Context: an optimization exercise on an open-source flow, tuned for small area, a short achievable clock period and few clock cycles per item. The choices shown serve that exercise and are no tape-out recipe.
Function was checked by simulation only, so behaviour that the tests miss may differ from the original.
Power is estimated from default activity; no workload was simulated.

==> flow/design.v <==
module cache(
    clk,
    proc_reset,
    proc_read,
    proc_write,
    proc_addr,
    proc_rdata,
    proc_wdata,
    proc_stall,
    mem_read,
    mem_write,
    mem_addr,
    mem_rdata,
    mem_wdata,
    mem_ready
);
    input          clk;
    input          proc_reset;
    input          proc_read, proc_write;
    input   [29:0] proc_addr;
    input   [31:0] proc_wdata;
    output         proc_stall;
    output  [31:0] proc_rdata;
    input  [127:0] mem_rdata;
    input          mem_ready;
    output         mem_read, mem_write;
    output  [27:0] mem_addr;
    output [127:0] mem_wdata;
    integer i, k;
    reg [127:0] data_r  [0:7];
    reg  [25:0] tag_r   [0:7];
    reg   [7:0] valid_r;
    reg   [7:0] dirty_r;
    reg   [3:0] lru_r;           
    reg         done_r, wb_r, rd_r;
    reg         mrd_r;           
    reg         stall_r;         
    reg   [7:0] hw_r;            
    reg   [7:0] vs_r;            
    reg   [7:0] fl_r;            
    reg   [3:0] so_r;            
    reg   [3:0] sw_r;            
    reg         way_r;           
    reg  [31:0] rdata_r;
    reg  [27:0] maddr_r;
    reg [127:0] mwdata_r;
    wire  [1:0] idx    = proc_addr[3:2];
    wire  [1:0] off    = proc_addr[1:0];
    wire [25:0] tag_in = proc_addr[29:4];
    wire        req    = proc_read | proc_write;
    wire        look   = ~(done_r | rd_r);
    wire [3:0] sset  = 4'b0001 << idx;
    wire [3:0] sword = 4'b0001 << off;
    reg [3:0] vict_set, vdirty_set;
    always @(*) begin
        for (i = 0; i < 4; i = i + 1) begin
            vict_set[i] = valid_r[2*i] ? (valid_r[2*i+1] ? lru_r[i] : 1'b1) : 1'b0;
            vdirty_set[i] = vict_set[i] ? (valid_r[2*i+1] & dirty_r[2*i+1])
                                        : (valid_r[2*i] & dirty_r[2*i]);
        end
    end
    reg [7:0] vsel;      
    always @(*) begin
        for (i = 0; i < 8; i = i + 1)
            vsel[i] = sset[i/2] & (vict_set[i/2] == i[0]);
    end
    wire [7:0] sv;
    wire [1:0] idx_n = ~idx;
    genvar gs;
    generate
        for (gs = 0; gs < 8; gs = gs + 1) begin : g_sv
            g_and3 u(.a(gs[2] ? idx[1] : idx_n[1]), .b(gs[1] ? idx[0] : idx_n[0]), .c(valid_r[gs]), .y(sv[gs]));
        end
    endgenerate
    wire [7:0] hv_n;     
    genvar gl;
    generate
        for (gl = 0; gl < 8; gl = gl + 1) begin : g_match
            tag_miss u_miss(.a(tag_r[gl]), .b(tag_in), .v(sv[gl]), .y(hv_n[gl]));
        end
    endgenerate
    wire hit0, hit1;
    g_nand4 u_hit0(.a(hv_n[0]), .b(hv_n[2]), .c(hv_n[4]), .d(hv_n[6]), .y(hit0));
    g_nand4 u_hit1(.a(hv_n[1]), .b(hv_n[3]), .c(hv_n[5]), .d(hv_n[7]), .y(hit1));
    wire nhit;
    g_nor2 u_nhit(.a(hit0), .b(hit1), .y(nhit));
    wire [3:0] hit1c;
    genvar gh;
    generate
        for (gh = 0; gh < 4; gh = gh + 1) begin : g_hit1c
            g_nand4 u(.a(hv_n[1]), .b(hv_n[3]), .c(hv_n[5]), .d(hv_n[7]), .y(hit1c[gh]));
        end
    endgenerate
    wire vict       = |(sset & vict_set);
    wire vict_dirty = |(sset & vdirty_set);
    wire [127:0] blk0, blk1;
    wire  [31:0] w0x, w1, wm;
    wire         fetch = |fl_r;           
    wire         nfetch = ~fetch;
    wire   [3:0] ssetc   [0:15];
    wire   [3:0] swordc  [0:3];
    wire   [3:0] sword0c [0:3];
    genvar gb;
    generate
        for (gb = 0; gb < 16; gb = gb + 1) begin : g_ssetc
            dec4 u(.a(idx), .y(ssetc[gb]));
        end
        for (gb = 0; gb < 4; gb = gb + 1) begin : g_swordc
            dec4  u1(.a(off), .y(swordc[gb]));
            dec4e u0(.a(off), .e(nfetch), .y(sword0c[gb]));
        end
        for (gb = 0; gb < 128; gb = gb + 1) begin : g_blk
            sel_ao4 u0(.s(ssetc[gb/8]), .d({data_r[6][gb], data_r[4][gb], data_r[2][gb], data_r[0][gb]}), .y(blk0[gb]));
            sel_ao4 u1(.s(ssetc[gb/8]), .d({data_r[7][gb], data_r[5][gb], data_r[3][gb], data_r[1][gb]}), .y(blk1[gb]));
        end
        for (gb = 0; gb < 32; gb = gb + 1) begin : g_word
            sel_ao5 u0(.s(sword0c[gb/8]), .d({blk0[96+gb], blk0[64+gb], blk0[32+gb], blk0[gb]}), .f(fetch), .m(wm[gb]), .y(w0x[gb]));
            sel_ao4 u1(.s(swordc[gb/8]), .d({blk1[96+gb], blk1[64+gb], blk1[32+gb], blk1[gb]}), .y(w1[gb]));
            sel_ao4 um(.s(so_r), .d({mem_rdata[96+gb], mem_rdata[64+gb], mem_rdata[32+gb], mem_rdata[gb]}), .y(wm[gb]));
        end
    endgenerate
    wire [127:0] vblk = vict ? blk1 : blk0;
    reg  [25:0] vtag;
    always @(*) begin
        vtag = 26'd0;
        for (i = 0; i < 8; i = i + 1)
            vtag = vtag | ({26{vs_r[i]}} & tag_r[i]);
    end
    wire wb_busy = wb_r & ~mem_ready;    
    wire fill = rd_r & mem_ready;
    wire to_wb = (fill & vict_dirty) | wb_busy;
    assign proc_stall = stall_r;
    assign proc_rdata = rdata_r;
    assign mem_write  = wb_r;
    assign mem_read   = mrd_r;
    assign mem_addr   = maddr_r;
    assign mem_wdata  = mwdata_r;
    reg [127:0] din;
    always @(*) begin
        for (k = 0; k < 4; k = k + 1)
            din[32*k +: 32] = sw_r[k] ? proc_wdata : mem_rdata[32*k +: 32];
    end
    wire  [27:0] maddr_n;
    wire [127:0] mwdata_n;
    wire         maddr_ld = mem_ready | ~(rd_r | wb_r);
    wire         mw_ld = look & ~wb_busy;
    wire  [27:0] maddr_d = {rd_r ? vtag : tag_in, idx};
    genvar gm;
    generate
        for (gm = 0; gm < 28; gm = gm + 1) begin : g_maddr
            hold_mux u(.ld(maddr_ld), .q(maddr_r[gm]), .d(maddr_d[gm]), .y(maddr_n[gm]));
        end
        for (gm = 0; gm < 128; gm = gm + 1) begin : g_mwdata
            hold_mux u(.ld(mw_ld), .q(mwdata_r[gm]), .d(vblk[gm]), .y(mwdata_n[gm]));
        end
    endgenerate
    wire        rst_n = ~proc_reset;
    wire        go_rd = rst_n & look & req & ~wb_busy;   
    wire        rd_on = rst_n & rd_r & ~mem_ready;       
    wire        go_dn = rst_n & look & req;              
    wire        fl_dn = rst_n & fill;
    wire        nwl   = ~(proc_write & look);
    wire        rd_n, mrd_n, done_n, stall_n, way_n;
    wire  [7:0] fl_n, hw_n;
    wire [31:0] rdata_n;
    g_ao21  u_rd(.a(go_rd), .b(nhit), .c(rd_on), .y(rd_n));
    g_ao21  u_mrd(.a(go_rd), .b(nhit), .c(rst_n & mrd_r & ~mem_ready), .y(mrd_n));
    g_ooa   u_done(.a(hit0), .b(hit1), .c(go_dn), .d(fl_dn), .y(done_n));
    g_ooai  u_stall(.a(hit0), .b(hit1), .c(go_dn), .d(fl_dn), .y(stall_n));
    g_mux2  u_way(.s(rd_r), .a(hit1), .b(vict), .y(way_n));
    genvar gn;
    generate
        for (gn = 0; gn < 8; gn = gn + 1) begin : g_next
            g_ao21 uf(.a(go_rd & vsel[gn]), .b(nhit), .c(rd_on & vsel[gn]), .y(fl_n[gn]));
            g_nor2 uh(.a(hv_n[gn]), .b(nwl), .y(hw_n[gn]));
        end
        for (gn = 0; gn < 32; gn = gn + 1) begin : g_rdata
            g_mux2 u(.s(hit1c[gn/8]), .a(w0x[gn]), .b(w1[gn]), .y(rdata_n[gn]));
        end
    endgenerate
    wire [63:0] den;
    genvar ge;
    generate
        for (ge = 0; ge < 64; ge = ge + 1) begin : g_den
            g_ao21 u(.a(hw_r[ge/8]), .b(sw_r[(ge%8)/2]), .c(fl_r[ge/8]), .y(den[ge]));
        end
    endgenerate
    always @(posedge clk) begin
        rd_r     <= rd_n;
        mrd_r    <= mrd_n;
        fl_r     <= fl_n;
        done_r   <= done_n;
        stall_r  <= stall_n;
        way_r    <= way_n;
        hw_r     <= hw_n;
        rdata_r  <= rdata_n;
        vs_r     <= vsel;
        so_r     <= sword;
        sw_r     <= sword & {4{proc_write}};
        maddr_r  <= maddr_n;
        mwdata_r <= mwdata_n;
        for (i = 0; i < 8; i = i + 1) begin
            for (k = 0; k < 8; k = k + 1)
                if (den[8*i+k])
                    data_r[i][16*k +: 16] <= din[16*k +: 16];
            if (fl_r[i] & mem_ready)
                tag_r[i] <= tag_in;
            if ((fl_r[i] & mem_ready) | hw_r[i])
                dirty_r[i] <= proc_write;
        end
        for (i = 0; i < 4; i = i + 1)
            if (sset[i] & done_r)
                lru_r[i] <= ~way_r;
    end
    always @(posedge clk) begin
        if (proc_reset) begin
            wb_r    <= 1'b0;
            valid_r <= 8'd0;
        end else begin
            wb_r    <= to_wb;
            for (i = 0; i < 8; i = i + 1)
                if (fl_r[i] & mem_ready)
                    valid_r[i] <= 1'b1;
        end
    end
endmodule
module tag_miss(
    input  [25:0] a,
    input  [25:0] b,
    input         v,
    output        y
);
    wire [25:0] d;
    wire [13:0] ok1;     
    wire  [6:0] bad2;    
    wire  [2:0] ok3;
    genvar g;
    generate
        for (g = 0; g < 26; g = g + 1) begin : g_d
            g_xor2 u(.a(a[g]), .b(b[g]), .y(d[g]));
        end
        for (g = 0; g < 13; g = g + 1) begin : g_ok1
            g_nor2 u(.a(d[2*g]), .b(d[2*g+1]), .y(ok1[g]));
        end
    endgenerate
    assign ok1[13] = v;
    generate
        for (g = 0; g < 7; g = g + 1) begin : g_bad2
            g_nand2 u(.a(ok1[2*g]), .b(ok1[2*g+1]), .y(bad2[g]));
        end
    endgenerate
    g_nor3  u_ok3a(.a(bad2[0]), .b(bad2[1]), .c(bad2[2]), .y(ok3[0]));
    g_nor2  u_ok3b(.a(bad2[3]), .b(bad2[4]), .y(ok3[1]));
    g_nor2  u_ok3c(.a(bad2[5]), .b(bad2[6]), .y(ok3[2]));
    g_nand3 u_y(.a(ok3[0]), .b(ok3[1]), .c(ok3[2]), .y(y));
endmodule
module hold_mux(
    input  ld,
    input  q,
    input  d,
    output y
);
    assign y = ld ? d : q;
endmodule
module sel_ao5(
    input  [3:0] s,
    input  [3:0] d,
    input        f,
    input        m,
    output       y
);
    assign y = (s[0] & d[0]) | (s[1] & d[1]) | (s[2] & d[2]) | (s[3] & d[3]) | (f & m);
endmodule
module sel_ao4(
    input  [3:0] s,
    input  [3:0] d,
    output       y
);
    assign y = (s[0] & d[0]) | (s[1] & d[1]) | (s[2] & d[2]) | (s[3] & d[3]);
endmodule
module dec4(input [1:0] a, output [3:0] y);
    assign y = 4'b0001 << a;
endmodule
module dec4e(input [1:0] a, input e, output [3:0] y);
    assign y = {4{e}} & (4'b0001 << a);
endmodule
module g_and3(input a, input b, input c, output y);
    assign y = a & b & c;
endmodule
module g_ao21(input a, input b, input c, output y);
    assign y = (a & b) | c;
endmodule
module g_ooa(input a, input b, input c, input d, output y);
    assign y = ((a | b) & c) | d;
endmodule
module g_ooai(input a, input b, input c, input d, output y);
    assign y = ~(((a | b) & c) | d);
endmodule
module g_mux2(input s, input a, input b, output y);
    assign y = s ? b : a;
endmodule
module g_xor2(input a, input b, output y);
    assign y = a ^ b;
endmodule
module g_nor2(input a, input b, output y);
    assign y = ~(a | b);
endmodule
module g_nand2(input a, input b, output y);
    assign y = ~(a & b);
endmodule
module g_nor3(input a, input b, input c, output y);
    assign y = ~(a | b | c);
endmodule
module g_nand3(input a, input b, input c, output y);
    assign y = ~(a & b & c);
endmodule
module g_nand4(input a, input b, input c, input d, output y);
    assign y = ~(a & b & c & d);
endmodule
==> flow/flow/run.sh <==
#!/bin/bash
set -euo pipefail
bash standard.sh MATCH_CELL_FOOTPRINT=0 SETUP_SLACK_MARGIN=5.5 \
  "BUFFER_PORTS_ARGS=-buffer_cell sky130_fd_sc_hd__buf_2" \
  "CTS_ARGS=-sink_clustering_enable -repair_clock_nets -sink_clustering_size 25 -sink_clustering_max_diameter 100 -dont_use_dummy_load" \
  finish > standard.log 2>&1
==> flow/standard.sh <==
#!/bin/bash
# synth_recipe.tcl (not shown) runs the flow's synth.tcl, then flattens the netlist and writes it again
# the make line also repeats each setting of config.mk as NAME=value (left out here)
make -C /OpenROAD-flow-scripts/flow DESIGN_CONFIG=/design/flow/config.mk WORK_HOME=/design/flow/orfs CLKGATE_MAP_FILE= SYNTH_SCRIPT=/design/flow/synth_recipe.tcl "${@:-finish}"
==> flow/config.mk <==
export PLATFORM = sky130hd
export DESIGN_NAME = cache
export DESIGN_NICKNAME = cache
export VERILOG_FILES = /design/flow/design.v
export SDC_FILE = /design/flow/constraint.sdc
export NUM_CORES = 4
export LEC_CHECK = 0
export CAP_MARGIN = 20
export CORE_MARGIN = 2
export CORE_UTILIZATION = 60
export CTS_CLUSTER_DIAMETER = 100
export CTS_CLUSTER_SIZE = 25
export SLEW_MARGIN = 20
export SYNTH_HIERARCHICAL = 1
export SYNTH_MINIMUM_KEEP_SIZE = 0
export TNS_END_PERCENT = 5
==> flow/constraint.sdc <==
create_clock -name core_clock -period 8.0 [get_ports {clk}]
set_input_delay 1.6000 -clock core_clock [delete_from_list [all_inputs] [get_ports {clk}]]
set_output_delay 1.6000 -clock core_clock [all_outputs]
set_load 0.01 [all_outputs]
==> reports/summary.txt, run 1 <==
outcome -> complete, no violations
CTS root buffer -> clkbuf_16
share of cells above drive strength 1 -> 0.301
Max FO, Critical Path -> 14
Tmin final -> 2.90 ns
Compound-Gate Fraction of Synth Area -> 0.116
Clk Latency, worst-skew pair -> 0.69 ns
Clock Skew -> 0.0582 ns
Synth Instances -> 3917
RSZ-0062 raised after global routing -> true
Detailed Place HPWL -> 119000 um
total track usage -> 0.352
startpoint types -> input port
cell area after synthesis -> 61100 sq um
Top FF cell, synth -> edfxtp_1
Cell Rows -> 117
CP bufs+invs -> 2
core footprint -> 101000 sq um
vias in the first global route -> 36200
largest net degree at the start of global routing -> 59
multiplexer share of the synthesized area -> 0.101
final period utilization -> 0.362
Fin. Hold Viols -> 0
routed wire length -> 190000 um
Yosys cell types -> 50
Cell Chain, Critical Path -> clkbuf_16 -> nor2b_4 -> buf_6 -> a22oi_1 -> nand2_1 -> a222oi_1 -> nand2_1 -> mux2_4
hold_sp -> maddr_r[20]
synthesized flop and latch total -> 1478
Die Ht -> 323 um
commonest cells after routing, fill and taps aside -> 1244 x edfxtp_1, 633 x a22oi_1, 399 x nand2_1, 337 x buf_2, 308 x mux2_4
clock slew seen by the registers of the worst setup and hold paths -> 0.10 ns
max-slew violations -> 0
IO buf count -> 385
routed vias -> 38800
DR pass1 iterations -> 6
switching share of power -> 0.251
largest area contributor in the netlist -> edfxtp_1
Internal -> 11200 uW
Final Wtd Congestion -> 0.913
IO Pins -> 386
most common cell after layout, fill and taps aside -> edfxtp_1
Synth warnings -> 11
max-cap violations -> 0
crit-path most repeated cell -> nand2_1
Post-synth EDFFs -> 1244
Critical Path Max Stage Delay -> 0.66 ns
Required @ worst endpoint -> 8.57 ns
Post-Synth XOR/XNOR Area -> 0.0298
average size of a mapped cell -> 15.6 sq um
Num CTS Buffers -> 69
Fin Setup TNS -> 0 ns
Critical Path Sink Type -> register
sequential power share -> 0.599
clock sink count -> 1478
worst slew pin tran -> 1.14 ns
Seq/Total Area, Yosys -> 0.688
CTS tree -> done
Crit Path Category -> input port to register
P_leak -> 0.0258 uW
Vias/cell -> 6.61
pre-CTS setup slack -> 3.22 ns
Max clock buf depth -> 3
H-tree levels -> 3
worst hold path class -> register to register
nets@finish -> 4691
Final setup viols -> 0
combinational fraction of design power -> 0.146
adder-cell share of the synthesized area -> 0
Post-Synth Simple-Gate Area -> 0.0578
Rel. slew slack -> 0.242
Initial Utilization -> 0.603
PnR worst setup slack -> 5.10 ns
share of total power in the clock network -> 0.255
Overflow after GRT -> 0
largest family of logic cells by synthesized area -> compound AO/OA/AOI/OAI gates
worst IR drop on VDD -> 0.000191 V
Routed Antenna Nets -> 0
asr flop ratio synth -> 0
Pwr Density -> 217 nW/um^2
die area -> 104000 sq um
area delta synth->final -> 13.4%
main area contributors after synthesis -> edfxtp_1 61%, a22oi_1 8.3%, dfxtp_1 7.7%, mux2_4 7.3%, xor2_1 3.0%
post-synth top area share -> 0.612
critical path launch point -> proc_addr[3]
Die W -> 323 um
DR DRC count -> 0
initial antenna violation count -> 13
slowest CP cell -> a222oi_1
CP arrival -> 3.47 ns
Critical R2R Launch -> sw_r[1]
first-pass GRT wire length -> 259000 um
f_max -> 345 MHz
delay-heaviest family, CP -> compound AO/OA/AOI/OAI gates
Starting DRT DRC Count -> 4963
Net Sw Power -> 3770 uW
Pwr Total -> 15000 uW
Wirelength per Cell -> 32.4 um
Syn Nets -> 4112
## worst reg2reg max path: cells and delay by family (launching register included)
family / cells / cell delay [ns]
AO/OA/AOI/OAI: 1 / 0.96
buffers and inverters: 1 / 0.58
flip-flops: 1 / 0.94
## through the flow
stage / hold WS (ns) / util / instance area (sq um) / instances
final: 0.482 / 0.684 / 69300 / 5868
after global routing: 0.505 / 0.684 / 69300 / 5865
after CTS: 0.482 / 0.669 / 67800 / 5780
after detailed placement: 0.466 / 0.641 / 64900 / 5675
after global placement: 0.462 / 0.641 / 64900 / 5674
after floorplan: 0.459 / - / 61100 / 3917
## registers in the layout (all words and copies together) (netlist names)
name / cells
data_r: 1024
dirty_r: 8
done_r: 1
fl_r: 8
hw_r: 8
lru_r: 4
maddr_r: 28
mrd_r: 1
mwdata_r: 128
rd_r: 1
rdata_r: 32
so_r: 4
stall_r: 1
sw_r: 4
tag_r: 208
valid_r: 8
vs_r: 8
way_r: 1
wb_r: 1
## routing by layer
layer / vias up / global-route usage / share of wire
met2: 2149 / 0.560 / 0.47
met3: 356 / 0.0723 / 0.10
met5: - / 0 / 0.00033
li1: 16600 / - / -
met4: 8 / 0.128 / 0.041
met1: 19700 / 0.485 / 0.39
## Yosys stat by module, one instance, submodules excluded, excerpt
module   flops+latches  times used  cell area (sq um)
cache             1478           1              47600
dec4e                0           4               37.5
dec4                 0          20               26.3
sel_ao5              0          32               21.3
g_mux2               0          33               15.0
g_ooai               0           1               11.3
g_nor3               0           8               10.0
g_ao21               0          74               7.51
g_nand4              0           6               6.26
g_and3               0           8               6.26
g_nor2               0         129               3.75
g_nand2              0          56               3.75
## path summary, 6_finish.rpt
kind	endpoint	depth (start not counted)	slack, ns
worst max-delay path	rdata_r[19]	8	5.10
worst min-delay path	maddr_r[20]	1	0.48
worst max register to register	data_r[7][35]	2	5.12
worst min register to register	maddr_r[20]	1	0.48
## area by class of cell
class,instances,area [sq um]
antenna,6,15.0
sequential,1478,42200
inverter,15,60.1
timing repair buffer,561,4230
tap,1368,1710
fill,7017,32000
multi-input combinational,2371,19300
clock buffer,69,1730
## power by group through the flow
stage / Clock, uW / Sequential, uW / Combinational [uW]
global placement: 0 / 9130 / 1960
floorplan: 0 / 9110 / 1100
global route: 4100 / 9010 / 2300
CTS: 3870 / 8980 / 2080
finish: 3830 / 9000 / 2200
detailed placement: 0 / 9130 / 1990
## synth_stat cells, types with 14 or more instances
master and instances:
and2b_2 20, a221oi_1 52, xor2_1 208, and2_2 20
nand2_1 417, and2_1 14, nor2_1 216, dfxtp_1 234
edfxtp_1 1244, a21o_1 74, a22oi_1 672, mux2_2 149
inv_1 14, a31oi_1 26, a22o_1 52, clkbuf_1 35
mux2_4 298, a222oi_1 32, nor2b_1 22
## logic make-up (layout without fill, tap and decap cells)
kind of cell    count (synthesis)  in the layout
xor+xnor                      208            208
simple gates                  787            798
flops                        1478           1478
compound gates                917            917
buf+inv                        79            645
other cells                     0              6
mux                           448            448
## timing repair
item / CTS / global route
resized for setup: 210 / 227
endpoints found under the setup margin: 687 / 655
hold buffers: 0 / 0
buffers inserted: 18 / 63
pin swaps: 17 / 83
cloned: 18 / 18
Testbench counts, summed over its fixed seeds: cycles 94,456, requests 18,000.
==> inputs of run 2 (changes only) <==
--- a/flow/config.mk
+++ b/flow/config.mk
@@ -9,3 +9,3 @@
 export CORE_MARGIN = 2
-export CORE_UTILIZATION = 60
+export CORE_UTILIZATION = 68
 export CTS_CLUSTER_DIAMETER = 100
==> reports/summary.txt, run 2 <==
Overflow after GRT -> 0 (unchanged)
Syn Nets -> 4112 (unchanged)
H-tree levels -> 3 (unchanged)
share of total power in the clock network -> 0.253 (was 0.255)
Routed Antenna Nets -> 0 (unchanged)
delay-heaviest family, CP -> compound AO/OA/AOI/OAI gates (unchanged)
Final Wtd Congestion -> 0.924 (was 0.913)
Starting DRT DRC Count -> 6397 (was 4963)
first-pass GRT wire length -> 262000 um (was 259000 um)
slowest CP cell -> a21o_1 (was a222oi_1)
final period utilization -> 0.369 (was 0.362)
max-slew violations -> 0 (unchanged)
Vias/cell -> 7.05 (was 6.61)
RSZ-0062 raised after global routing -> true (unchanged)
Required @ worst endpoint -> 8.24 ns (was 8.57 ns)
Rel. slew slack -> 0.161 (was 0.242)
Net Sw Power -> 3740 uW (was 3770 uW)
cell area after synthesis -> 61100 sq um (unchanged)
Critical Path Sink Type -> register (unchanged)
Internal -> 11200 uW (about the same)
Cell Rows -> 109 (was 117)
most common cell after layout, fill and taps aside -> edfxtp_1 (unchanged)
core footprint -> 88600 sq um (was 101000 sq um)
Clk Latency, worst-skew pair -> 0.66 ns (was 0.69 ns)
final hold slack -> 0.481 ns (was 0.482 ns)
asr flop ratio synth -> 0 (unchanged)
die area -> 92200 sq um (was 104000 sq um)
Detailed Place HPWL -> 117000 um (was 119000 um)
switching share of power -> 0.250 (was 0.251)
PnR worst setup slack -> 5.05 ns (was 5.10 ns)
Post-synth EDFFs -> 1244 (unchanged)
largest register by flop count -> data_r (unchanged)
Wirelength per Cell -> 33.1 um (was 32.4 um)
outcome -> complete, no violations (unchanged)
DR DRC count -> 0 (unchanged)
startpoint types -> register (was input port)
clock sink count -> 1478 (unchanged)
Pwr Density -> 216 nW/um^2 (was 217 nW/um^2)
Max clock buf depth -> 3 (unchanged)
Final setup viols -> 0 (unchanged)
Synth warnings -> 11 (unchanged)
IO buf count -> 385 (unchanged)
Initial Utilization -> 0.689 (was 0.603)
multi-input logic area -> 19500 sq um (was 19300 sq um)
Cell Chain, Critical Path -> buf_4 -> a21o_1 (was clkbuf_16 -> nor2b_4 -> buf_6 -> a22oi_1 -> nand2_1 -> a222oi_1 -> nand2_1 -> mux2_4)
# fillers -> 5099 (was 7017)
Top FF cell, synth -> edfxtp_1 (unchanged)
Die W -> 304 um (was 323 um)
largest area contributor in the netlist -> edfxtp_1 (unchanged)
synthesized flop and latch total -> 1478 (unchanged)
Die Ht -> 304 um (was 323 um)
routed wire length -> 189000 um (was 190000 um)
total track usage -> 0.394 (was 0.352)
worst hold path class -> register to register (unchanged)
vias in the first global route -> 38300 (was 36200)
worst IR drop on VDD -> 0.000228 V (was 0.000191 V)
final core occ -> 0.783 (was 0.684)
Seq/Total Area, Yosys -> 0.688 (unchanged)
clock slew seen by the registers of the worst setup and hold paths -> 0.10 ns (about the same)
Critical Path Max Stage Delay -> 1.01 ns (was 0.66 ns)
worst slew pin tran -> 1.26 ns (was 1.14 ns)
Max FO, Critical Path -> 33 (was 14)
commonest cells after routing, fill and taps aside -> 1244 x edfxtp_1, 609 x a22oi_1, 376 x nand2_1, 358 x buf_2, 305 x mux2_4 (was 1244 x edfxtp_1, 633 x a22oi_1, 399 x nand2_1, 337 x buf_2, 308 x mux2_4)
main area contributors after synthesis -> edfxtp_1 61%, a22oi_1 8.3%, dfxtp_1 7.7%, mux2_4 7.3%, xor2_1 3.0% (unchanged)
Tmin final -> 2.95 ns (was 2.90 ns)
max-cap violations -> 0 (unchanged)
Crit Path Category -> register to register (was input port to register)
CP bufs+invs -> 1 (was 2)
area delta synth->final -> 13.6% (was 13.4%)
f_max -> 339 MHz (was 345 MHz)
DR pass1 iterations -> 7 (was 6)
Fin Setup TNS -> 0 ns (unchanged)
CTS root buffer -> clkbuf_16 (unchanged)
combinational fraction of design power -> 0.149 (was 0.146)
IO Pins -> 386 (unchanged)
Synth Instances -> 3917 (unchanged)
pre-CTS setup slack -> 2.53 ns (was 3.22 ns)
sequential power share -> 0.599 (about the same)
count leader, synth -> edfxtp_1 (unchanged)
most instantiated cells after synthesis -> 1244 x edfxtp_1, 672 x a22oi_1, 417 x nand2_1, 298 x mux2_4, 234 x dfxtp_1 (unchanged)
CP arrival -> 3.19 ns (was 3.47 ns)
nets@finish -> 4718 (was 4691)
average size of a mapped cell -> 15.6 sq um (unchanged)
P_leak -> 0.0260 uW (was 0.0258 uW)
Fin. Hold Viols -> 0 (unchanged)
CTS Hold Buffers Added -> 0 (unchanged)
Clock Skew -> 0.0591 ns (was 0.0582 ns)
Num CTS Buffers -> 69 (unchanged)
routed vias -> 40100 (was 38800)
largest net degree at the start of global routing -> 59 (unchanged)
register area -> 42100 sq um (was 42200 sq um)
Yosys cell types -> 50 (unchanged)
share of cells above drive strength 1 -> 0.303 (was 0.301)
initial antenna violation count -> 9 (was 13)
post-synth top area share -> 0.612 (unchanged)
CTS tree -> done (unchanged)
max reg flops -> 1024 (unchanged)
Largest regs -> data_r x1024, tag_r x208, mwdata_r x128 (unchanged)
## run 2: cell counts after synthesis
Identical to the previous run, type by type.
## run 2: layout make-up
type | count | share of cell area
sequential | 1478 | 0.607
multi-input combinational | 2366 | 0.280
timing repair buffer | 593 | 0.0660
clock buffer | 69 | 0.0249
tap | 1165 | 0.0210
inverter | 15 | 0.000938
antenna | 3 | 0.000108
## run 2: worst paths after layout
| kind | from | to | slack (ns) | depth (start not counted) |
|---|---|---|---|---|
| min reg2reg | maddr_r[19] | maddr_r[19] | 0.48 | 1 |
| max reg2reg | sw_r[3] | data_r[7][123] | 5.05 | 2 |
| max | sw_r[3] | data_r[7][123] | 5.05 | 2 |
| min | maddr_r[19] | maddr_r[19] | 0.48 | 1 |
## run 2: metal layers
| metal | global-route usage | part of all wire | up-vias |
|---|---|---|---|
| li1 | - | - | 16700 |
| met1 | 0.531 | 0.35 | 20000 |
| met2 | 0.623 | 0.47 | 2941 |
| met3 | 0.0879 | 0.12 | 529 |
| met4 | 0.172 | 0.054 | 10 |
| met5 | 0.00103 | 0.00037 | - |
## run 2: repair_timing
action                     CTS  global route
gates cloned                28            11
setup endpoints to repair  640           614
pin swaps                   22           116
resized for setup          118           259
setup buffers               33            72
## run 2: through the flow
| stage | power, uW | cell area (sq um) | cells |
|---|---|---|---|
| detailed placement | 11100 | 64700 | 5472 |
| finish | 15000 | 69400 | 5689 |
| floorplan | 10200 | 61100 | 3917 |
| global route | 15300 | 69400 | 5687 |
| global placement | 11100 | 64600 | 5471 |
| CTS | 14800 | 67700 | 5602 |
## run 2: cell families (layout without fill, tap and decap cells)
logic type / after synthesis / in the layout / share of synthesized area
compound gates: 917 / 917 / 0.116
xor+xnor: 208 / 208 / 0.0298
simple gates: 787 / 793 / 0.0578
flops: 1478 / 1478 / 0.688
other cells: 0 / 3 / 0
mux: 448 / 448 / 0.101
buf+inv: 79 / 677 / 0.00741
## run 2: per-module statistics from Yosys, one instance, submodules excluded, excerpt
| module | times used | cells | flops+latches | area [sq um] |
|---|---|---|---|---|
| cache | 1 | 2075 | 1478 | 47600 |
| dec4e | 4 | 4 | 0 | 37.5 |
| dec4 | 20 | 4 | 0 | 26.3 |
| sel_ao5 | 32 | 3 | 0 | 21.3 |
| g_mux2 | 33 | 1 | 0 | 15.0 |
| hold_mux | 156 | 1 | 0 | 15.0 |
| g_ooai | 1 | 2 | 0 | 11.3 |
| g_nor3 | 8 | 1 | 0 | 10.0 |
| g_xor2 | 208 | 1 | 0 | 8.76 |
| g_nand4 | 6 | 1 | 0 | 6.26 |
| g_and3 | 8 | 1 | 0 | 6.26 |
| g_nand3 | 8 | 1 | 0 | 5.00 |
| g_nor2 | 129 | 1 | 0 | 3.75 |
## run 2: power groups by stage
stage | combinational, uW | clock (uW) | sequential, uW
after floorplan | 1100 | 0 | 9110
after global placement | 1950 | 0 | 9110
after detailed placement | 2000 | 0 | 9110
after CTS | 2090 | 3790 | 8940
after global routing | 2310 | 4020 | 8970
final | 2230 | 3780 | 8960
==> inputs of run 3 (changes only) <==
--- a/flow/flow/run.sh
+++ b/flow/flow/run.sh
@@ -2,3 +2,3 @@
 set -euo pipefail
-bash standard.sh MATCH_CELL_FOOTPRINT=0 SETUP_SLACK_MARGIN=5.5 \
+bash standard.sh MATCH_CELL_FOOTPRINT=0 SETUP_SLACK_MARGIN=5.8 \
   "BUFFER_PORTS_ARGS=-buffer_cell sky130_fd_sc_hd__buf_2" \
--- a/flow/config.mk
+++ b/flow/config.mk
@@ -9,3 +9,3 @@
 export CORE_MARGIN = 2
-export CORE_UTILIZATION = 68
+export CORE_UTILIZATION = 60
 export CTS_CLUSTER_DIAMETER = 100
==> reports/summary.txt, run 3 <==
outcome -> complete, no violations (unchanged)
dpl cell area -> 64900 sq um (was 64700 sq um)
commonest cells after routing, fill and taps aside -> 1244 x edfxtp_1, 595 x a22oi_1, 380 x nand2_1, 337 x buf_2, 308 x mux2_4 (was 1244 x edfxtp_1, 609 x a22oi_1, 376 x nand2_1, 358 x buf_2, 305 x mux2_4)
worst IR drop on VDD -> 0.000192 V (was 0.000228 V)
Starting DRT DRC Count -> 5043 (was 6397)
vias in the first global route -> 36300 (was 38300)
max-cap violations -> 0 (unchanged)
RSZ-0062 raised after global routing -> true (unchanged)
Fin Setup TNS -> 0 ns (unchanged)
Seq/Total Area, Yosys -> 0.688 (unchanged)
count leader, synth -> edfxtp_1 (unchanged)
Num CTS Buffers -> 69 (unchanged)
initial antenna violation count -> 11 (was 9)
average size of a mapped cell -> 15.6 sq um (unchanged)
Top FF cell, synth -> edfxtp_1 (unchanged)
Synth warnings -> 11 (unchanged)
R2R setup slack -> 5.18 ns (was 5.05 ns)
Final Wtd Congestion -> 0.913 (was 0.924)
first-pass GRT wire length -> 262000 um (about the same)
Crit. path cell count -> 9 (was 2)
cell area after synthesis -> 61100 sq um (unchanged)
asr flop ratio synth -> 0 (unchanged)
hold_sp -> maddr_r[20] (was maddr_r[19])
DR pass1 iterations -> 7 (unchanged)
most common cell after layout, fill and taps aside -> edfxtp_1 (unchanged)
CP arrival -> 3.42 ns (was 3.19 ns)
CTS tree -> done (unchanged)
max reg flops -> 1024 (unchanged)
Overflow after GRT -> 0 (unchanged)
routed wire length -> 192000 um (was 189000 um)
Pwr Density -> 215 nW/um^2 (was 216 nW/um^2)
post-synth top area share -> 0.612 (unchanged)
largest register by flop count -> data_r (unchanged)
main area contributors after synthesis -> edfxtp_1 61%, a22oi_1 8.3%, dfxtp_1 7.7%, mux2_4 7.3%, xor2_1 3.0% (unchanged)
IO Pins -> 386 (unchanged)
final period utilization -> 0.356 (was 0.369)
clock slew seen by the registers of the worst setup and hold paths -> 0.10 ns (about the same)
synthesized flop and latch total -> 1478 (unchanged)
dpl cells -> 5675 (was 5472)
largest area contributor in the netlist -> edfxtp_1 (unchanged)
Tmin final -> 2.84 ns (was 2.95 ns)
Register-to-Register Path Depth -> 2 (unchanged)
Critical Path Max Stage Delay -> 0.58 ns (was 1.01 ns)
Cell Chain, Critical Path -> buf_16 -> buf_12 -> nor2_4 -> buf_6 -> a22oi_2 -> nand2_2 -> a222oi_1 -> nand2_1 -> mux2_4 (was buf_4 -> a21o_1)
FF-to-FF End -> data_r[0][92] (was data_r[7][123])
Max FO, Critical Path -> 9 (was 33)
Clk Latency, worst-skew pair -> 0.69 ns (was 0.66 ns)
die area -> 104000 sq um (was 92200 sq um)
Post-synth EDFFs -> 1244 (unchanged)
Die W -> 323 um (was 304 um)
Synth Instances -> 3917 (unchanged)
nets@finish -> 4723 (was 4718)
share of cells above drive strength 1 -> 0.320 (was 0.303)
CTS root buffer -> clkbuf_16 (unchanged)
final hold slack -> 0.481 ns (about the same)
Clock Skew -> 0.0585 ns (was 0.0591 ns)
worst hold path class -> register to register (unchanged)
Detailed Place HPWL -> 119000 um (was 117000 um)
Yosys cell types -> 50 (unchanged)
startpoint types -> input port (was register)
most instantiated cells after synthesis -> 1244 x edfxtp_1, 672 x a22oi_1, 417 x nand2_1, 298 x mux2_4, 234 x dfxtp_1 (unchanged)
clock sink count -> 1478 (unchanged)
Critical R2R Launch -> sw_r[2] (was sw_r[3])
total track usage -> 0.356 (was 0.394)
worst slew pin tran -> 1.15 ns (was 1.26 ns)
Largest regs -> data_r x1024, tag_r x208, mwdata_r x128 (unchanged)
P_leak -> 0.0261 uW (was 0.0260 uW)
hold depth -> 1 (unchanged)
Fin. Hold Viols -> 0 (unchanged)
Max clock buf depth -> 3 (unchanged)
Initial Utilization -> 0.603 (was 0.689)
routed vias -> 39100 (was 40100)
Cell Rows -> 117 (was 109)
Critical Path Sink Type -> register (unchanged)
Crit Path Category -> input port to register (was register to register)
core footprint -> 101000 sq um (was 88600 sq um)
Required @ worst endpoint -> 8.57 ns (was 8.24 ns)
IO buf count -> 385 (unchanged)
delay-heaviest family, CP -> compound AO/OA/AOI/OAI gates (unchanged)
DR DRC count -> 0 (unchanged)
largest net degree at the start of global routing -> 59 (unchanged)
area delta synth->final -> 14.8% (was 13.6%)
Hold EP -> maddr_r[20] (was maddr_r[19])
CP bufs+invs -> 3 (was 1)
H-tree levels -> 3 (unchanged)
Final setup viols -> 0 (unchanged)
Rel. slew slack -> 0.230 (was 0.161)
Die Ht -> 323 um (was 304 um)
Wirelength per Cell -> 32.6 um (was 33.1 um)
f_max -> 352 MHz (was 339 MHz)
Routed Antenna Nets -> 0 (unchanged)
Vias/cell -> 6.62 (was 7.05)
non-filler cells, final -> 5901 (was 5689)
slowest CP cell -> a222oi_1 (was a21o_1)
Design Area, Final -> 70100 sq um (was 69400 sq um)
max-slew violations -> 0 (unchanged)
Syn Nets -> 4112 (unchanged)
[run 3: changes by cell type in the layout (fill, tap and decap cells not counted), sizes merged]
| cell | delta |
|---|---|
| clkbuf | -5 |
| diode | +4 |
| buf | +9 |
| nor2 | +1 |
| and2 | -1 |
| and2b | +1 |
[run 3: where the power goes]
group	total, uW	internal [uW]	switching, uW
clock network	3830	1550	2280
logic	2240	988	1250
registers	9000	8730	264
[run 3: worst max path at each step]
stage | startpoint | to | slack, ns
2_1_floorplan | mem_ready | mwdata_r[0] | 4.38
3_3_place_gp | proc_addr[2] | mwdata_r[17] | 3.27
3_5_place_dp | proc_addr[2] | mwdata_r[16] | 3.22
4_1_cts | mwdata_r[127] | mem_wdata[127] | 5.15
5_1_grt | mwdata_r[127] | mem_wdata[127] | 5.14
6_report | proc_addr[2] | rdata_r[18] | 5.16
[run 3: metal layers]
layer	up-vias	global-route usage	routed length, um
li1	16700	-	-
met1	19800	0.488	74800
met2	2251	0.565	90200
met3	362	0.0735	19200
met4	6	0.133	8070
met5	-	0	39
[run 3: repair_timing]
action	in CTS	in global routing
hold buffers	0	0
resized for setup	222	307
gates cloned	24	17
endpoints found under the setup margin	1304	1511
buffers inserted	22	86
pin swaps	18	155
[run 3: Yosys stat by module, one instance, submodules excluded, a selection]
module | cell area [sq um] | cells inside | flops+latches
cache | 47600 | 2075 | 1478
g_nand2 | 3.75 | 1 | 0
hold_mux | 15.0 | 1 | 0
g_ooai | 11.3 | 2 | 0
sel_ao4 | 18.8 | 3 | 0
g_ao21 | 7.51 | 1 | 0
g_nor3 | 10.0 | 1 | 0
g_mux2 | 15.0 | 1 | 0
g_nand4 | 6.26 | 1 | 0
g_xor2 | 8.76 | 1 | 0
dec4e | 37.5 | 4 | 0
[run 3: cell families (layout without fill, tap and decap cells)]
family	after synthesis	after routing	synth area share
other	0	7	0
buffers and inverters	79	681	0.00741
flip-flops	1478	1478	0.688
AND/OR/NAND/NOR	787	794	0.0578
AO/OA/AOI/OAI	917	917	0.116
multiplexers	448	448	0.101
XOR/XNOR	208	208	0.0298
[run 3: stage by stage]
stage                     setup WS, ns  power, uW  utilization
after floorplan                   4.38      10200            -
after global placement            3.27      11100        0.641
after detailed placement          3.22      11100        0.641
after CTS                         5.15      14900        0.671
after global routing              5.14      15500        0.692
final                             5.16      15100        0.692
[run 3: area by class of cell]
type / instances / area [sq um]
multi-input combinational: 2367 / 19600
antenna: 7 / 17.5
sequential: 1478 / 42200
fill: 6933 / 31200
timing repair buffer: 597 / 4790
inverter: 15 / 60.1
clock buffer: 69 / 1730
tap: 1368 / 1710
==> inputs of run 4 (changes only) <==
--- a/flow/config.mk
+++ b/flow/config.mk
@@ -15,2 +15,2 @@
 export SYNTH_MINIMUM_KEEP_SIZE = 0
-export TNS_END_PERCENT = 5
+export TNS_END_PERCENT = 10
==> reports/summary.txt, run 4 <==
Max FO, Critical Path -> 8 (was 9)
commonest cells after routing, fill and taps aside -> 1244 x edfxtp_1, 599 x a22oi_1, 384 x nand2_1, 308 x mux2_4, 297 x buf_2 (was 1244 x edfxtp_1, 595 x a22oi_1, 380 x nand2_1, 337 x buf_2, 308 x mux2_4)
Vias/cell -> 6.61 (was 6.62)
Starting DRT DRC Count -> 5036 (was 5043)
register area -> 42300 sq um (was 42200 sq um)
synthesized flop and latch total -> 1478 (unchanged)
P_leak -> 0.0264 uW (was 0.0261 uW)
max-slew violations -> 0 (unchanged)
main area contributors after synthesis -> edfxtp_1 61%, a22oi_1 8.3%, dfxtp_1 7.7%, mux2_4 7.3%, xor2_1 3.0% (unchanged)
cell area after synthesis -> 61100 sq um (unchanged)
Yosys cell types -> 50 (unchanged)
post-synth top area share -> 0.612 (unchanged)
max reg flops -> 1024 (unchanged)
largest area contributor in the netlist -> edfxtp_1 (unchanged)
worst IR drop on VDD -> 0.000191 V (was 0.000192 V)
final period utilization -> 0.354 (was 0.356)
asr flop ratio synth -> 0 (unchanged)
CTS root buffer -> clkbuf_16 (unchanged)
outcome -> complete, no violations (unchanged)
startpoint types -> input port (unchanged)
average size of a mapped cell -> 15.6 sq um (unchanged)
IO buf count -> 385 (unchanged)
count leader, synth -> edfxtp_1 (unchanged)
nets@finish -> 4760 (was 4723)
R2R setup slack -> 5.27 ns (was 5.18 ns)
Pwr Total -> 15200 uW (was 15100 uW)
worst hold path class -> register to register (unchanged)
share of cells above drive strength 1 -> 0.329 (was 0.320)
total track usage -> 0.363 (was 0.356)
Syn Nets -> 4112 (unchanged)
Detailed Place HPWL -> 119000 um (unchanged)
Cell Rows -> 117 (unchanged)
Seq/Total Area, Yosys -> 0.688 (unchanged)
clock slew seen by the registers of the worst setup and hold paths -> 0.10 ns (about the same)
Num CTS Buffers -> 69 (unchanged)
dpl cell area -> 64900 sq um (unchanged)
vias in the first global route -> 36900 (was 36300)
Top FF cell, synth -> edfxtp_1 (unchanged)
Die Ht -> 323 um (unchanged)
DR DRC count -> 0 (unchanged)
H-tree levels -> 3 (unchanged)
pre-CTS setup slack -> 3.22 ns (unchanged)
Routed Antenna Nets -> 0 (unchanged)
hold depth -> 1 (unchanged)
Fin. Hold Viols -> 0 (unchanged)
Fin Setup TNS -> 0 ns (unchanged)
multi-input logic area -> 19600 sq um (about the same)
Overflow after GRT -> 0 (unchanged)
Rel. slew slack -> 0.214 (was 0.230)
first-pass GRT wire length -> 267000 um (was 262000 um)
Crit Path Category -> input port to register (unchanged)
RSZ-0062 raised after global routing -> true (unchanged)
DR pass1 iterations -> 8 (was 7)
CTS tree -> done (unchanged)
area delta synth->final -> 15.9% (was 14.8%)
# fillers -> 6862 (was 6933)
Design Area, Final -> 70800 sq um (was 70100 sq um)
Register-to-Register Path Depth -> 2 (unchanged)
CTS Hold Buffers Added -> 0 (unchanged)
Die W -> 323 um (unchanged)
largest net degree at the start of global routing -> 59 (unchanged)
Final setup viols -> 0 (unchanged)
core footprint -> 101000 sq um (unchanged)
Pwr Density -> 214 nW/um^2 (was 215 nW/um^2)
initial antenna violation count -> 10 (was 11)
Max clock buf depth -> 3 (unchanged)
Synth warnings -> 11 (unchanged)
most common cell after layout, fill and taps aside -> edfxtp_1 (unchanged)
Largest regs -> data_r x1024, tag_r x208, mwdata_r x128 (unchanged)
PnR worst setup slack -> 5.17 ns (was 5.16 ns)
clock sink count -> 1478 (unchanged)
Clock Skew -> 0.0597 ns (was 0.0585 ns)
routed wire length -> 193000 um (was 192000 um)
f_max -> 353 MHz (was 352 MHz)
Initial Utilization -> 0.603 (unchanged)
IO Pins -> 386 (unchanged)
largest register by flop count -> data_r (unchanged)
die area -> 104000 sq um (unchanged)
worst slew pin tran -> 1.18 ns (was 1.15 ns)
Post-synth EDFFs -> 1244 (unchanged)
Synth Instances -> 3917 (unchanged)
Critical Path Sink Type -> register (unchanged)
Final Wtd Congestion -> 0.913 (unchanged)
max-cap violations -> 0 (unchanged)
most instantiated cells after synthesis -> 1244 x edfxtp_1, 672 x a22oi_1, 417 x nand2_1, 298 x mux2_4, 234 x dfxtp_1 (unchanged)
final core occ -> 0.699 (was 0.692)
Wirelength per Cell -> 32.4 um (was 32.6 um)
CP arrival -> 3.41 ns (was 3.42 ns)
routed vias -> 39200 (was 39100)
Tmin final -> 2.83 ns (was 2.84 ns)
Clk Latency, worst-skew pair -> 0.69 ns (about the same)
Required @ worst endpoint -> 8.58 ns (was 8.57 ns)
## run 4: cell counts after synthesis
Identical to the previous run, type by type.
## run 4: cells by family (layout without fill, tap and decap cells)
family	count (synthesis)	in the layout	share of synthesized area
buffers and inverters	79	715	0.00741
AO/OA/AOI/OAI	917	917	0.116
AND/OR/NAND/NOR	787	797	0.0578
flip-flops	1478	1478	0.688
multiplexers	448	448	0.101
XOR/XNOR	208	208	0.0298
other	0	5	0
## run 4: timing repair
action                                   CTS  global route
pin swaps                                132            73
cloned                                    43             3
setup buffers                             93            47
hold endpoints to repair                   0             0
endpoints found under the setup margin  1304          1488
resized for setup                        451           189
## run 4: final timing paths
| check | start | to |
|---|---|---|
| setup / recovery | proc_addr[3] | rdata_r[19] |
| hold reg to reg | maddr_r[20] | maddr_r[20] |
| hold / removal | maddr_r[20] | maddr_r[20] |
| setup reg to reg | sw_r[2] | data_r[0][83] |
## run 4: cell type report
type                            instances  area share
Sequential cell                      1478       0.597
Multi-Input combinational cell       2370       0.277
Timing Repair Buffer                  631      0.0768
Clock buffer                           69      0.0244
Tap cell                             1368      0.0242
Inverter                               15    0.000848
Antenna cell                            5    0.000177
## run 4: per-stage QoR
| stage | hold slack (ns) | instances |
|---|---|---|
| global route | 0.504 | 5933 |
| CTS | 0.482 | 5880 |
| detailed placement | 0.466 | 5675 |
| floorplan | 0.459 | 3917 |
| global placement | 0.462 | 5674 |
| finish | 0.483 | 5936 |
## run 4: power breakdown
part | total (uW) | switching (uW) | internal (uW) | leakage [uW]
logic | 2340 | 1260 | 1070 | 0.0123
registers | 9010 | 270 | 8740 | 0.0132
clock network | 3840 | 2290 | 1550 | 0.000850
total | 15200 | 3820 | 11400 | 0.0264
## run 4: per-layer routing
layer | up-vias | part of all wire | GRT usage | routed length (um)
met4 | 6 | 0.042 | 0.137 | 8010
met1 | 19800 | 0.39 | 0.496 | 74600
met5 | - | 0.00017 | 0 | 33
met2 | 2269 | 0.47 | 0.578 | 90700
met3 | 355 | 0.10 | 0.0756 | 19300
li1 | 16800 | - | - | -
## run 4: Yosys stat by module (local to each module, per instance), excerpt
module	times used	area (sq um)
g_nand3	8	5.00
sel_ao4	320	18.8
g_xor2	208	8.76
g_mux2	33	15.0
g_nand2	56	3.75
g_nor3	8	10.0
cache	1	47600
## run 4: worst max-delay path: stages
cell       delay, ns
clkbuf_16       0.16
nor2b_4         0.13
buf_6           0.14
a22oi_2         0.16
nand2_1         0.11
a222oi_1        0.68
nand2_1         0.11
mux2_4          0.28

-- what the ideal ports hide --
No port has a modelled driver above. Below, the same layouts with a new extraction and two added sets of constraints.
Step 1 assumes that a clkbuf_16 drives the clock port and a buf_2 every other input.
Step 2 moves the port delays by t, midway between the first and last clock arrival at a register: inputs arrive t later, outputs are due t later. That takes back most of the time a late clock gives input paths.
Three values: no drivers, after step 1, after step 2; two values: the first two.
run | t, ns | slack for setup (ns) | worst register clock-pin slew, ns | worst data-port slew with drivers (ns)
run 1 | 0.736 | 5.105 / 4.744 / 4.008 | 0.11 / 0.11 | 0.47
run 2 | 0.711 | 5.051 / 4.831 / 4.121 | 0.11 / 0.11 | 0.35
run 3 | 0.739 | 5.156 / 4.798 / 4.059 | 0.11 / 0.11 | 0.48
run 4 | 0.739 | 5.170 / 4.789 / 4.050 | 0.11 / 0.11 | 0.58
After both steps every run listed still meets setup and hold. The setup slack of run 4, which loses most, moves by -0.381 ns with the drivers and by -1.120 ns with both steps.
